Context: an optimization exercise on an open-source flow, tuned for small area and a short achievable clock period. The choices shown serve that exercise and are no tape-out recipe. RTL that was checked went through simulation tests only; none was proved equivalent to the original.

Design hybrid_pwm_sd_2ndorder, start of the top module:
module hybrid_pwm_sd_2ndorder #(parameter signalwidth=16)
(
	input clk,
	input reset_n,
	input [signalwidth-1:0] d,
	output q
);
==> module hybrid_pwm_sd_2ndorder, before the edit <==
module hybrid_pwm_sd_2ndorder #(parameter signalwidth=16)
(
	input clk,
	input reset_n,
	input [signalwidth-1:0] d,
	output q
);
reg [4:0]  pc;        
reg        q_r;       
reg [22:0] w;         
reg [17:0] acc1;      
reg        m;         
reg [15:0] dreg;      
reg [6:0]  th;        
reg [17:0] s2;        
reg [10:0] ep;        
reg        f31, f0, f1, f2, f3, f4, f5;    
reg        fa;        
wire c16;
carry16 u_c16 (.a(acc1[15:0]), .b(d), .c(c16));
wire [17:0] b_oth = ({18{f1}} & {2'b0, dreg})
                  | ({18{f2 | f3}} & ({7'b0, ep} ^ {18{f2}}))
                  | ({18{f4 | f5}} & ({2'b0, acc1[17:2]} ^ {18{f5}}));
wire [7:0] wu;
wire [17:0] b_op = f31 ? ~{1'b0, wu, w[15:7]} : b_oth;
wire [17:0] a_op = fa ? acc1 : s2;
wire cin = f2 | f4 | (f31 & (q_r | ~&w[6:0])) | (f5 & ~|acc1[1:0]);
wire [17:0] sum;
add18 u_sadd (.a(a_op), .b(b_op), .ci(cin), .s(sum));
wire [4:0] pc_next = pc + 5'd1;
wire q_gen   = th[6] ? m : ({1'b0, pc_next} < th[5:0]);
wire q_last  = sum[17] ? m : (sum[16:11] != 6'd0);
wire q_oth   = f31 ? q_last : f0 ? (th[5:1] != 5'd0) : q_gen;
wire sel_m   = f0 & th[6];
wire q_c1    = sel_m ? (acc1[17] ^ acc1[16]) : q_oth;
wire q_c0    = sel_m ? acc1[17] : q_oth;
wire q_next, m_new;
mux2x u_qsel (.s(c16), .a1(q_c1), .a0(q_c0), .y(q_next));
mux2x u_msel (.s(c16), .a1(f0 ? acc1[17] ^ acc1[16] : m), .a0(f0 ? acc1[17] : m), .y(m_new));
wire [22:0] w_next;
radd u_radd (.w(w), .f(q_r), .y(w_next), .u(wu));
always @(posedge clk)
	dreg <= d;
always @(posedge clk, negedge reset_n)
begin
	if (!reset_n) begin
		pc   <= 5'd30;
		q_r  <= 1'b0;
		w    <= 23'h7f0000;
		acc1 <= 18'h2fffd;
		m    <= 1'b1;
		th   <= 7'd0;
		s2   <= 18'h18000;
		ep   <= 11'd0;
		{f31, f0, f1, f2, f3, f4, f5} <= 7'b0000000;
		fa   <= 1'b0;
	end else begin
		pc  <= pc_next;
		q_r <= q_next;
		w   <= w_next;
		{f31, f0, f1, f2, f3, f4, f5} <= {pc == 5'd30, f31, f0, f1, f2, f3, f4};
		fa  <= f0 | f4;
		m   <= m_new;
		if (fa)
			acc1 <= sum;
		if (f31 | f2 | f3 | f4)
			s2 <= sum;
		if (f31)
			th <= sum[17:11];
		if (f2)
			ep <= s2[10:0];
	end
end
assign q = q_r;
endmodule
clock: 11.0 ns
lec_check: 0
abc_area: 1
cap_margin: 20
core_margin: 2
core_utilization: 40
cts_buf_list: sky130_fd_sc_hd__clkbuf_8
slew_margin: 20
standard.sh (not shown) runs the stock make flow with config.mk's settings and CLKGATE_MAP_FILE= SYNTH_SCRIPT=/design/flow/synth_recipe.tcl, a recipe that flattens the netlist after the stock synthesis.
==> flow/flow/run.sh <==
#!/bin/bash
# Standard ORFS layout (standard.sh), with timing repair asked to leave
# extra setup margin so that the layout runs well faster than the clock,
# and small port buffers.
set -euo pipefail
bash standard.sh SETUP_SLACK_MARGIN=7.5 "BUFFER_PORTS_ARGS=-buffer_cell sky130_fd_sc_hd__buf_2" finish > flow_make.log 2>&1
Then changed:
--- a/flow/design.v
+++ b/flow/design.v
@@ -5,73 +5,69 @@
 	input [signalwidth-1:0] d,
 	output q
 );
 reg [4:0]  pc;        
 reg        q_r;       
 reg [22:0] w;         
-reg [17:0] acc1;      
+reg [17:0] p;
+reg [17:0] r;
 reg        m;         
 reg [15:0] dreg;      
 reg [6:0]  th;        
-reg [17:0] s2;        
 reg [10:0] ep;        
-reg        f31, f0, f1, f2, f3, f4, f5;    
-reg        fa;        
+reg        f31, f0, f2, f3, f5, f7, f8;    
 wire c16;
-carry16 u_c16 (.a(acc1[15:0]), .b(d), .c(c16));
-wire [17:0] b_oth = ({18{f1}} & {2'b0, dreg})
-                  | ({18{f2 | f3}} & ({7'b0, ep} ^ {18{f2}}))
-                  | ({18{f4 | f5}} & ({2'b0, acc1[17:2]} ^ {18{f5}}));
+carry16 u_c16 (.a(p[15:0]), .b(d), .c(c16));
+wire [17:0] b_oth = ({18{f2}} & {2'b0, dreg})
+                  | ({18{f3 | f5}} & ({7'b0, ep} ^ {18{f3}}))
+                  | ({18{f7}} & {2'b0, r[17:2]})
+                  | ({18{f8}} & ~{2'b0, p[17:2]});
 wire [7:0] wu;
 wire [17:0] b_op = f31 ? ~{1'b0, wu, w[15:7]} : b_oth;
-wire [17:0] a_op = fa ? acc1 : s2;
-wire cin = f2 | f4 | (f31 & (q_r | ~&w[6:0])) | (f5 & ~|acc1[1:0]);
+wire cin = f3 | f7 | (f31 & (q_r | ~&w[6:0])) | (f8 & ~|p[1:0]);
 wire [17:0] sum;
-add18 u_sadd (.a(a_op), .b(b_op), .ci(cin), .s(sum));
+add18 u_sadd (.a(p), .b(b_op), .ci(cin), .s(sum));
 wire [4:0] pc_next = pc + 5'd1;
 wire q_gen   = th[6] ? m : ({1'b0, pc_next} < th[5:0]);
 wire q_last  = sum[17] ? m : (sum[16:11] != 6'd0);
 wire q_oth   = f31 ? q_last : f0 ? (th[5:1] != 5'd0) : q_gen;
 wire sel_m   = f0 & th[6];
-wire q_c1    = sel_m ? (acc1[17] ^ acc1[16]) : q_oth;
-wire q_c0    = sel_m ? acc1[17] : q_oth;
+wire q_c1    = sel_m ? (p[17] ^ p[16]) : q_oth;
+wire q_c0    = sel_m ? p[17] : q_oth;
 wire q_next, m_new;
 mux2x u_qsel (.s(c16), .a1(q_c1), .a0(q_c0), .y(q_next));
-mux2x u_msel (.s(c16), .a1(f0 ? acc1[17] ^ acc1[16] : m), .a0(f0 ? acc1[17] : m), .y(m_new));
+mux2x u_msel (.s(c16), .a1(f0 ? p[17] ^ p[16] : m), .a0(f0 ? p[17] : m), .y(m_new));
 wire [22:0] w_next;
 radd u_radd (.w(w), .f(q_r), .y(w_next), .u(wu));
 always @(posedge clk)
-	dreg <= d;
-always @(posedge clk, negedge reset_n)
+	if (f0)
+		dreg <= d;
+always @(posedge clk)
 begin
 	if (!reset_n) begin
 		pc   <= 5'd30;
 		q_r  <= 1'b0;
 		w    <= 23'h7f0000;
-		acc1 <= 18'h2fffd;
+		p    <= 18'h2fffd;
+		r    <= 18'h18000;
 		m    <= 1'b1;
 		th   <= 7'd0;
-		s2   <= 18'h18000;
 		ep   <= 11'd0;
-		{f31, f0, f1, f2, f3, f4, f5} <= 7'b0000000;
-		fa   <= 1'b0;
+		{f31, f0, f2, f3, f5, f7, f8} <= 7'b0000000;
 	end else begin
 		pc  <= pc_next;
 		q_r <= q_next;
 		w   <= w_next;
-		{f31, f0, f1, f2, f3, f4, f5} <= {pc == 5'd30, f31, f0, f1, f2, f3, f4};
-		fa  <= f0 | f4;
+		p   <= r;
+		r   <= sum;
+		{f31, f0, f2, f3, f5, f7, f8} <= {pc == 5'd30, f31, pc == 5'd1, f2, pc == 5'd4, pc == 5'd6, f7};
 		m   <= m_new;
-		if (fa)
-			acc1 <= sum;
-		if (f31 | f2 | f3 | f4)
-			s2 <= sum;
 		if (f31)
 			th <= sum[17:11];
-		if (f2)
-			ep <= s2[10:0];
+		if (f3)
+			ep <= p[10:0];
 	end
 end
 assign q = q_r;
 endmodule
 module carry16 (input [15:0] a, input [15:0] b, output c);
 wire [15:0] g0 = a & b;
The changed run completed without violations.
Design area decreases by 9.3%.
Via count shrinks by 8.7%.
Routed wire length is lower by 13%.
Cell count goes down by 7.7%.
Hold slack got worse by 0.018 ns.
Worst setup slack gains 0.055 ns.
Fmax rose by 1.6%.
Register-to-register slack gains 0.07 ns.
Count of clock-buffer cells in the layout drops by 1.


## run A
The RTL this note starts from:
==> flow/design.v <==
module hybrid_pwm_sd_2ndorder #(parameter signalwidth=16)
(
	input clk,
	input reset_n,
	input [signalwidth-1:0] d,
	output q
);
reg [4:0]  pc;        
reg        q_r;       
reg [22:0] w;         
reg [17:0] acc1;      
reg        m;         
reg [15:0] dreg;      
reg [6:0]  th;        
reg [17:0] s2;        
reg [10:0] ep;        
reg        f30, f31, f0, f1, f2, f3, f4, f5;    
wire [16:0] lo_sum = {1'b0, acc1[15:0]} + {1'b0, d};
wire c16 = lo_sum[16];
wire q31 = th[6] ? m : th[5];
wire [17:0] b_oth = ({18{f30}} & {{9{q31}}, 9'b0})
                  | ({18{f1}} & {2'b0, dreg})
                  | ({18{f2 | f3}} & ({7'b0, ep} ^ {18{f2}}))
                  | ({18{f4 | f5}} & ({2'b0, acc1[17:2]} ^ {18{f5}}));
wire [17:0] b_op = f31 ? ~{2'b0, w[22:7]} : b_oth;
wire [17:0] a_op = (f1 | f5) ? acc1 : s2;
wire cin = f30 | f2 | (f31 & (q_r | ~&w[6:0])) | (f5 & ~|acc1[1:0]);
wire [17:0] sum = a_op + b_op + {17'b0, cin};
wire [4:0] pc_next = pc + 5'd1;
wire q_gen   = th[6] ? m : ({1'b0, pc_next} < th[5:0]);
wire q_last  = sum[17] ? m : (sum[16:11] != 6'd0);
wire q_oth   = f31 ? q_last : f0 ? (th[5:1] != 5'd0) : q_gen;
wire sel_m   = f0 & th[6];
wire q_c1    = sel_m ? (acc1[17] ^ acc1[16]) : q_oth;
wire q_c0    = sel_m ? acc1[17] : q_oth;
wire q_next  = c16 ? q_c1 : q_c0;
wire m_new   = c16 ? (acc1[17] ^ acc1[16]) : acc1[17];
wire [22:0] w_next = w + {7'h7f, ~w[22:7]} + (q_r ? 23'h00fe00 : 23'h0)
                       + {22'b0, q_r ? (w[6:0] == 7'd0) : 1'b1};
always @(posedge clk)
	dreg <= d;
always @(posedge clk, negedge reset_n)
begin
	if (!reset_n) begin
		pc   <= 5'd30;
		q_r  <= 1'b0;
		w    <= 23'h7f0000;
		acc1 <= 18'h2fffd;
		m    <= 1'b1;
		th   <= 7'd0;
		s2   <= 18'h17fff;
		ep   <= 11'd0;
		{f30, f31, f0, f1, f2, f3, f4, f5} <= 8'b10000000;
	end else begin
		pc  <= pc_next;
		q_r <= q_next;
		w   <= w_next;
		{f30, f31, f0, f1, f2, f3, f4, f5} <= {pc == 5'd29, f30, f31, f0, f1, f2, f3, f4};
		if (f0)
			m <= m_new;
		if (f1 | f5)
			acc1 <= sum;
		if (f30 | f31 | f2 | f3 | f4)
			s2 <= sum;
		if (f31)
			th <= sum[17:11];
		if (f2)
			ep <= s2[10:0];
	end
end
assign q = q_r;
endmodule
clock: 11.0 ns
lec_check: 0
cap_margin: 20
core_margin: 2
core_utilization: 40
slew_margin: 20
run.sh (not shown) runs the stock make flow with config.mk's settings and CLKGATE_MAP_FILE= SYNTH_SCRIPT=/design/flow/synth_recipe.tcl, a recipe that flattens the netlist after the stock synthesis.
Stock flow here: none of the scripts above is used.
#### Input delta (run B over run A)
==> flow/design.v <==
module hybrid_pwm_sd_2ndorder #(parameter signalwidth=16)
(
	input clk,
	input reset_n,
	input [signalwidth-1:0] d,
	output q
);
reg [4:0]  pc;        
reg        q_r;       
reg [22:0] w;         
reg [17:0] acc1;      
reg        m;         
reg [15:0] dreg;      
reg [6:0]  th;        
reg [17:0] s2;        
reg [10:0] ep;        
wire st30 = (pc == 5'd30);
wire st31 = (pc == 5'd31);
wire st0  = (pc == 5'd0);
wire st1  = (pc == 5'd1);
wire st2  = (pc == 5'd2);
wire st3  = (pc == 5'd3);
wire st4  = (pc == 5'd4);
wire st5  = (pc == 5'd5);
wire [16:0] lo_sum = {1'b0, acc1[15:0]} + {1'b0, d};
wire m_new = acc1[17] ^ (acc1[16] & lo_sum[16]);
wire q31 = th[6] ? m : th[5];
wire use_acc = st1 | st5;
wire inv = st31 | st2 | st5;
wire [17:0] b_sel = st31 ? {2'b0, w[22:7]} :
                    st30 ? {{9{q31}}, 9'b0} :
                    st1  ? {2'b0, dreg} :
                    (st2 | st3) ? {7'b0, ep} :
                    {2'b0, acc1[17:2]};
wire [17:0] b_op = b_sel ^ {18{inv}};
wire [17:0] a_op = use_acc ? acc1 : s2;
wire cin = st30 | st2 | (st31 & (q_r | ~&w[6:0])) | (st5 & ~|acc1[1:0]);
wire [17:0] sum = a_op + b_op + {17'b0, cin};
wire [4:0] pc_next = pc + 5'd1;
wire q_gen   = th[6] ? m : ({1'b0, pc_next} < th[5:0]);
wire q_last  = sum[17] ? m : (sum[16:11] != 6'd0);
wire q_first = th[6] ? m_new : (th[5:1] != 5'd0);
wire q_next  = st31 ? q_last : st0 ? q_first : q_gen;
wire [22:0] w_next = w + {7'h7f, ~w[22:7]} + (q_r ? 23'h00fe00 : 23'h0)
                       + {22'b0, q_r ? (w[6:0] == 7'd0) : 1'b1};
always @(posedge clk)
	dreg <= d;
always @(posedge clk, negedge reset_n)
begin
	if (!reset_n) begin
		pc   <= 5'd30;
		q_r  <= 1'b0;
		w    <= 23'h7f0000;
		acc1 <= 18'h2fffd;
		m    <= 1'b1;
		th   <= 7'd0;
		s2   <= 18'h17fff;
		ep   <= 11'd0;
	end else begin
		pc  <= pc_next;
		q_r <= q_next;
		w   <= w_next;
		if (st0)
			m <= m_new;
		if (use_acc)
			acc1 <= sum;
		if (st30 | st31 | st2 | st3 | st4)
			s2 <= sum;
		if (st31)
			th <= sum[17:11];
		if (st2)
			ep <= s2[10:0];
	end
end
assign q = q_r;
endmodule
## What came out
Run B finished end to end and its layout was clean on timing, DRC and antenna.
Run A has higher final cell count than run B.
Re non-clock inverter total of the final layout: run A was higher than run B.
NOTE: met1 wire length in run B falls short of that of run A
Between run B and run A, it is run B whose sequential cell area share is lower, by 1.5 points.
From run A to run B the numbers moved as follows: count of antenna diodes in the layout saw little to no change, xor/xnor cell area share of the yosys netlist climbed 2.8 points, utilization higher, synthesized cell count moved down.
For run B, only the layout was checked, not whether the RTL still works.

[static timing again, ports no longer ideal]
How much do the figures lean on ideal ports? The routed layouts below were timed once more, with nothing changed but the port constraints. Step 1 sets driving cells, clkbuf_16 on the clock port and buf_2 on the other inputs (assumed; they add their load-dependent delay and slew). Step 2 moves the port delays by t, midway between the first and last clock arrival at a register: inputs arrive t later, outputs are due t later. That takes back most of the time a late clock gives input paths. Three values: ideal, step 1, step 2; two values: the first two.
run	shift t [ns]	setup slack, ns	worst setup path at the end	worst slew at a driven data input, ns	pins driven straight from the clock port
the first run of note 1	0.422	7.583 / 7.583 / 7.388	input to register	0.06	1
the second run of note 1	0.416	7.637 / 7.647 / 7.231	input to register	0.04	1
run A	0.399	6.090 / 6.090 / 6.090	register to register	0.04	1
run B	0.387	5.594 / 5.594 / 5.594	register to register	0.03	1
After both steps setup and hold are still met in every run listed. The setup slack of the second run of note 1, which loses most, moves by +0.010 ns with the drivers and by -0.406 ns with both steps.
